Source: an optimization exercise on an open RTL-to-GDS flow (aim: small area and a short achievable clock period). Production flows keep margins and buffers that such runs may drop.
The RTL was checked by simulation tests, not by an equivalence proof against the original design.

==> flow/design.v (excerpt) <==
module rvcpu (
  input  wire          clk,
  input  wire          rst,
  input  wire [31 : 0] inst,
  output wire [63 : 0] inst_addr,
  output wire          inst_ena,
  output wire          wb_ena,
  output wire [4 : 0]  wb_addr,
  output wire [63 : 0] wb_data
);
  wire [1:0] o65 = inst[6:5];
  wire [2:0] o42 = inst[4:2];
  wire [2:0] f3  = inst[14:12];
  wire [4:0] rd  = inst[11:7];
  wire [4:0] rs1 = inst[19:15];
  wire [4:0] rs2 = inst[24:20];
  wire       b30 = inst[30];
  wire       b31 = inst[31];
  wire o65_00 = (o65 == 2'b00);
  wire o65_01 = (o65 == 2'b01);
  wire o65_11 = (o65 == 2'b11);
  wire c_opimm   = o65_00 & (o42 == 3'b100);
  wire c_opimm32 = o65_00 & (o42 == 3'b110);
  wire c_op      = o65_01 & (o42 == 3'b100);
  wire c_op32    = o65_01 & (o42 == 3'b110);
  wire c_auipc   = o65_00 & (o42 == 3'b101);
  wire c_lui     = o65_01 & (o42 == 3'b101);
  wire c_store   = o65_01 & (o42 == 3'b000);
  wire c_branch  = o65_11 & (o42 == 3'b000);
  wire c_jal     = o65_11 & (o42 == 3'b011);
  wire c_jalr    = o65_11 & (o42 == 3'b001) & (f3 == 3'b000);
  wire wr_en = o65_00 | (o42 == 3'b100) | (o42 == 3'b110) | c_store | c_branch
             | c_jal | c_jalr | c_lui;
  wire en  = ~rst;
  wire c_r   = c_op | c_op32;                
  wire c_i   = c_opimm | c_opimm32;
  wire use_rs2 = c_r;                        
  wire f_addsub = (f3 == 3'b000);
  wire f_sll    = (f3 == 3'b001);
  wire f_slt    = (f3 == 3'b010);
  wire f_sltu   = (f3 == 3'b011);
  wire f_xor    = (f3 == 3'b100);
  wire f_srx    = (f3 == 3'b101);
  wire f_or     = (f3 == 3'b110);
  wire f_and    = (f3 == 3'b111);
  wire is_sll  = (c_i & f_sll & ~b30) | (c_r & f_sll & ~b31);
  wire is_srx  = (c_i | c_r) & f_srx;
  wire is_sra  = (c_i & f_srx & b30) | (c_r & f_srx & b31);
  wire is_slt  = ((c_opimm | c_op) & (f_slt | f_sltu)) | c_branch;
  ...
For scale: roughly 170 I/O pins.
==> module rv_rdport, before the edit <==
module rv_rdport (
  input  wire [4:0]    a,
  input  wire [1983:0] d,      
  input  wire [31:1]   pend,   
  input  wire          wb_ena,
  input  wire [4:0]    wb_addr,
  input  wire [63:0]   wb_data,
  output wire [63:0]   qn
);
  wire [4:0]  an;
  wire [7:0]  hn;
  wire [31:0] s, s2;
  wire [31:1] npend = ~pend;
  wire [4:0]  x;
  wire        sb, sb2, sbh, sbl;
  genvar k, i, j;
  generate
    for (k = 0; k < 5; k = k + 1) begin : lit
      rv_inv   ui (.a(a[k]), .y(an[k]));
      rv_xnor2 ux (.a(a[k]), .b(wb_addr[k]), .y(x[k]));
    end
    for (k = 0; k < 8; k = k + 1) begin : hi
      rv_nand3 u (.a(k[2] ? a[4] : an[4]), .b(k[1] ? a[3] : an[3]), .c(k[0] ? a[2] : an[2]), .y(hn[k]));
    end
    assign s[0] = 1'b0;
    assign s2[0] = 1'b0;
    for (k = 1; k < 32; k = k + 1) begin : dec
      wire ln;
      rv_nand3 ul (.a(k[1] ? a[1] : an[1]), .b(k[0] ? a[0] : an[0]), .c(npend[k]), .y(ln));
      rv_nor2  us (.a(hn[k >> 2]), .b(ln), .y(s[k]));
      rv_nor2  us2 (.a(hn[k >> 2]), .b(ln), .y(s2[k]));
    end
    rv_nand3 ubh (.a(x[4]), .b(x[3]), .c(x[2]), .y(sbh));
    rv_nand3 ubl (.a(x[1]), .b(x[0]), .c(wb_ena), .y(sbl));
    rv_nor2  ubs (.a(sbh), .b(sbl), .y(sb));
    rv_nor2  ubs2 (.a(sbh), .b(sbl), .y(sb2));
    for (i = 0; i < 64; i = i + 1) begin : bt
      wire [10:0] y;
      wire [31:0] ss = (i < 32) ? s : s2;
      wire        sbb = (i < 32) ? sb : sb2;
      for (j = 0; j < 10; j = j + 1) begin : grp
        rv_aoi222 u (.a1(ss[3*j+1]), .a2(d[(3*j)*64 + i]),
                     .b1(ss[3*j+2]), .b2(d[(3*j+1)*64 + i]),
                     .c1(ss[3*j+3]), .c2(d[(3*j+2)*64 + i]), .y(y[j]));
      end
      rv_aoi22 u31 (.a1(ss[31]), .a2(d[30*64 + i]), .b1(sbb), .b2(wb_data[i]), .y(y[10]));
      wire h0, h1, h2;
      rv_nand4 n0 (.a(y[0]), .b(y[1]), .c(y[2]), .d(y[3]), .y(h0));
      rv_nand4 n1 (.a(y[4]), .b(y[5]), .c(y[6]), .d(y[7]), .y(h1));
      rv_nand3 n2 (.a(y[8]), .b(y[9]), .c(y[10]), .y(h2));
      rv_nor3 o (.a(h0), .b(h1), .c(h2), .y(qn[i]));
    end
  endgenerate
endmodule
clock: 12.0 ns
lec_check: 0
cap_margin: 35
core_margin: 2
core_utilization: 55
cts_cluster_diameter: 80
cts_cluster_size: 20
slew_margin: 35
synth_hierarchical: 1
standard.sh (not shown) runs the stock make flow with config.mk's settings and CLKGATE_MAP_FILE= SYNTH_SCRIPT=/design/flow/synth_recipe.tcl, a recipe that flattens the netlist after the stock synthesis.
==> flow/flow/run.sh <==
#!/bin/bash
# Layout flow: the standard flow (standard.sh: ORFS from synthesis to
# finish, with config.mk's settings) with two changes:
#  - timing repair aims at 5.5 ns of setup slack (SETUP_SLACK_MARGIN);
#  - at the end of global routing, post_grt.tcl recovers area: cells off the
#    critical paths get smaller drive strengths while the worst setup slack is
#    kept (downsize.tcl, with the load limits in caplimits.tcl).
# ORFS writes each step's log under orfs/logs; standard.sh's own output goes
# to standard.log here.
set -euo pipefail
export SETUP_SLACK_MARGIN=5.5
export POST_GLOBAL_ROUTE_TCL="$PWD/flow/post_grt.tcl"
bash standard.sh > standard.log 2>&1
Other scripts of this flow, unchanged in this note and not shown: flow/flow/caplimits.tcl, flow/flow/downsize.tcl, flow/flow/post_grt.tcl
Next try:
--- a/flow/design.v
+++ b/flow/design.v
@@ -2107,10 +2107,10 @@
 );
   wire [4:0]  an;
   wire [7:0]  hn;
-  wire [31:0] s, s2;
+  wire [31:0] s;
   wire [31:1] npend = ~pend;
   wire [4:0]  x;
-  wire        sb, sb2, sbh, sbl;
+  wire        sb, sbh, sbl;
   genvar k, i, j;
   generate
     for (k = 0; k < 5; k = k + 1) begin : lit
@@ -2121,27 +2121,22 @@
       rv_nand3 u (.a(k[2] ? a[4] : an[4]), .b(k[1] ? a[3] : an[3]), .c(k[0] ? a[2] : an[2]), .y(hn[k]));
     end
     assign s[0] = 1'b0;
-    assign s2[0] = 1'b0;
     for (k = 1; k < 32; k = k + 1) begin : dec
       wire ln;
       rv_nand3 ul (.a(k[1] ? a[1] : an[1]), .b(k[0] ? a[0] : an[0]), .c(npend[k]), .y(ln));
       rv_nor2  us (.a(hn[k >> 2]), .b(ln), .y(s[k]));
-      rv_nor2  us2 (.a(hn[k >> 2]), .b(ln), .y(s2[k]));
     end
     rv_nand3 ubh (.a(x[4]), .b(x[3]), .c(x[2]), .y(sbh));
     rv_nand3 ubl (.a(x[1]), .b(x[0]), .c(wb_ena), .y(sbl));
     rv_nor2  ubs (.a(sbh), .b(sbl), .y(sb));
-    rv_nor2  ubs2 (.a(sbh), .b(sbl), .y(sb2));
     for (i = 0; i < 64; i = i + 1) begin : bt
       wire [10:0] y;
-      wire [31:0] ss = (i < 32) ? s : s2;
-      wire        sbb = (i < 32) ? sb : sb2;
       for (j = 0; j < 10; j = j + 1) begin : grp
-        rv_aoi222 u (.a1(ss[3*j+1]), .a2(d[(3*j)*64 + i]),
-                     .b1(ss[3*j+2]), .b2(d[(3*j+1)*64 + i]),
-                     .c1(ss[3*j+3]), .c2(d[(3*j+2)*64 + i]), .y(y[j]));
+        rv_aoi222 u (.a1(s[3*j+1]), .a2(d[(3*j)*64 + i]),
+                     .b1(s[3*j+2]), .b2(d[(3*j+1)*64 + i]),
+                     .c1(s[3*j+3]), .c2(d[(3*j+2)*64 + i]), .y(y[j]));
       end
-      rv_aoi22 u31 (.a1(ss[31]), .a2(d[30*64 + i]), .b1(sbb), .b2(wb_data[i]), .y(y[10]));
+      rv_aoi22 u31 (.a1(s[31]), .a2(d[30*64 + i]), .b1(sb), .b2(wb_data[i]), .y(y[10]));
       wire h0, h1, h2;
       rv_nand4 n0 (.a(y[0]), .b(y[1]), .c(y[2]), .d(y[3]), .y(h0));
       rv_nand4 n1 (.a(y[4]), .b(y[5]), .c(y[6]), .d(y[7]), .y(h1));
Register-to-register slack loses 0.07 ns.
Worst setup slack degrades by 0.24 ns.
Clock skew went up by 0.034 ns.
Sequential share of layout area grows by 1.3 points.
Wire length rises by 13%.
Worst hold slack loses 0.11 ns.
Final area came out lower by 2.4%.

* * *

Another version of the RTL of rvcpu (not shown whole).
For scale: ~170 I/O pins.
// rvcpu
module rvcpu (
  input  wire          clk,
  input  wire          rst,
  input  wire [31 : 0] inst,
  output wire [63 : 0] inst_addr,
  output wire          inst_ena,
  output wire          wb_ena,
  output wire [4 : 0]  wb_addr,
  output wire [63 : 0] wb_data
);
export LEC_CHECK = 0
export CAP_MARGIN = 35
export CORE_MARGIN = 2
export CORE_UTILIZATION = 55
export CTS_CLUSTER_DIAMETER = 80
export CTS_CLUSTER_SIZE = 20
export SLEW_MARGIN = 35
export SYNTH_HIERARCHICAL = 1
create_clock -name core_clock -period 12.0 [get_ports {clk}]
Scripts as last shown in full above: flow/flow/run.sh
Other scripts of this flow, unchanged in this note and not shown: flow/flow/caplimits.tcl, flow/flow/downsize.tcl, flow/flow/post_grt.tcl
==> next run, changes <==
--- a/flow/design.v
+++ b/flow/design.v
@@ -2023,28 +2023,30 @@
       rv_o21bai ma (.a1(is_pc), .a2(rs1_n[oi]), .b1n(pc_u[oi]), .y(A[oi]));
       rv_xor2   xb (.a(rs2_n[oi]), .b(is_sub), .y(r2xn));
       rv_mux2i  mb (.a0(immxn[oi]), .a1(r2xn), .s(use_rs2), .y(B[oi]));
     end
   endgenerate
   wire [63:0] sum, p, gn;
   wire        c63n, allp_unused;
   rv_add64 add (.a(A), .b(B), .cin(is_sub), .sum(sum), .p(p), .gn(gn),
                 .c63n(c63n), .allp(allp_unused));
   wire beq_q = en & c_branch & (f3 == 3'b000);
   wire bne_q = en & c_branch & (f3 == 3'b001);
   wire blt_q = en & c_branch & f3[2] & ~f3[0];
-  wire eq, less_br, tk, tk_n;
+  wire eq, less_br, tk, tk_n, tk2, tk2_n;
   rv_cmp64 cmp (.r1n(rs1_n), .r2n(rs2_n), .u(f3[2] & f3[1]), .eq(eq), .less(less_br));
   rv_taken tkm (.eq(eq), .less(less_br), .beq(beq_q), .bne(bne_q), .blt(blt_q),
                 .jr(en & c_jalr), .tk(tk), .tkn(tk_n));
+  rv_taken tkm2 (.eq(eq), .less(less_br), .beq(beq_q), .bne(bne_q), .blt(blt_q),
+                 .jr(en & c_jalr), .tk(tk2), .tkn(tk2_n));
   wire [5:0]  shamt = use_rs2 ? ~rs2_n[5:0] : inst[25:20];
   wire [63:0] shr;
   rv_shift sh (.dn(rs1_n), .sa(shamt), .left(is_sll), .fill(is_sra & ~rs1_n[63]), .q(shr));
   wire s_add = en & is_add;
   wire s_srx = en & is_srx;
   wire s_sll = en & is_sll;
   wire s_xo  = en & (is_xor | is_or);
   wire s_oan = ~(en & (is_or | is_and));
   wire s_slt = en & is_slt;
   wire lt_n;
   rv_ltsel ltn (.s_br(s_slt & c_branch), .less_br(less_br), .s_alu(s_slt & ~c_branch),
                 .p63(p[63]), .a63u(A[63] ^ is_unsigned), .c63n(c63n), .lt_n(lt_n));
@@ -2061,26 +2063,26 @@
         rv_nand3 uo (.a(xa), .b(ys), .c(ye), .y(result[ri]));
       end
     end
   endgenerate
   wire [63:0] pc_inc;
   rv_pcinc pci (.pc(pc), .inc(pc_inc));
   wire [63:0] pc_y = (c_jal ? imm_j : pc_inc) & {64{en}};
   wire [63:0] pc_next;
   genvar pi;
   generate
     for (pi = 0; pi < 64; pi = pi + 1) begin : pcm
       wire xs, xy;
-      rv_nand2 m1 (.a(tk), .b(sum[pi]), .y(xs));
-      rv_nand2 m2 (.a(tk_n), .b(pc_y[pi]), .y(xy));
+      rv_nand2 m1 (.a(pi < 32 ? tk : tk2), .b(sum[pi]), .y(xs));
+      rv_nand2 m2 (.a(pi < 32 ? tk_n : tk2_n), .b(pc_y[pi]), .y(xy));
       rv_nand2 m3 (.a(xs), .b(xy), .y(pc_next[pi]));
     end
   endgenerate
   always @(posedge clk)
     pc <= pc_next;
   always @(posedge clk) begin
     wb_ena_q  <= ~rst & wr_en & (rd != 5'd0);
     wb_addr_q <= rd;
     wb_data_q <= result;
   end
   assign inst_addr = pc;
   assign inst_ena  = ~rst;
Final area went down slightly. Via count went up slightly. Non-clock buffer count went down by 52. Worst setup slack is worse by 0.13 ns. Sequential share of layout area went up by 0.30 points. Global-route usage went up by 1.0 points. Routed wire length went up by a few percent. Flip-flop and latch count stays the same. Fmax went down slightly. Worst hold slack is better by 0.033 ns. Synthesized area stays flat. Final cell count stays flat.

[port drivers added, routing unchanged]
No port has a modelled driver above. Below, the same layouts with a new extraction and two added sets of constraints.
Step 1, drivers: a clkbuf_16 drives clk and a buf_2 each remaining input, both assumed.
Step 2 times the ports against the registers' clock, not the clock port: input delays grow and output delays shrink by t, the midpoint of the rising clock arrivals with the driver on.
Three values: ideal, step 1, step 2; two values: the first two.
| run | t (ns) | setup slack, ns | worst setup path after step 2 | clock arrival spread, ns | slew at the worst register clock pin (ns) |
|---|---|---|---|---|---|
| the first run of note 1 | 0.932 | 5.167 / 5.183 / 4.250 | input to register | 0.033 / 0.033 | 0.09 / 0.09 |
| the second run of note 1 | 0.936 | 4.924 / 4.985 / 4.048 | input to register | 0.068 / 0.067 | 0.10 / 0.10 |
| the first run of note 2 | 0.892 | 5.291 / 5.279 / 4.387 | input to register | 0.044 / 0.044 | 0.09 / 0.09 |
| the second run of note 2 | 0.938 | 5.164 / 5.165 / 4.227 | input to register | 0.024 / 0.024 | 0.09 / 0.09 |
After both steps every run listed still meets setup and hold. For the second run of note 2, which loses most, drivers alone change the setup slack by +0.001 ns; drivers and shift together by -0.937 ns.
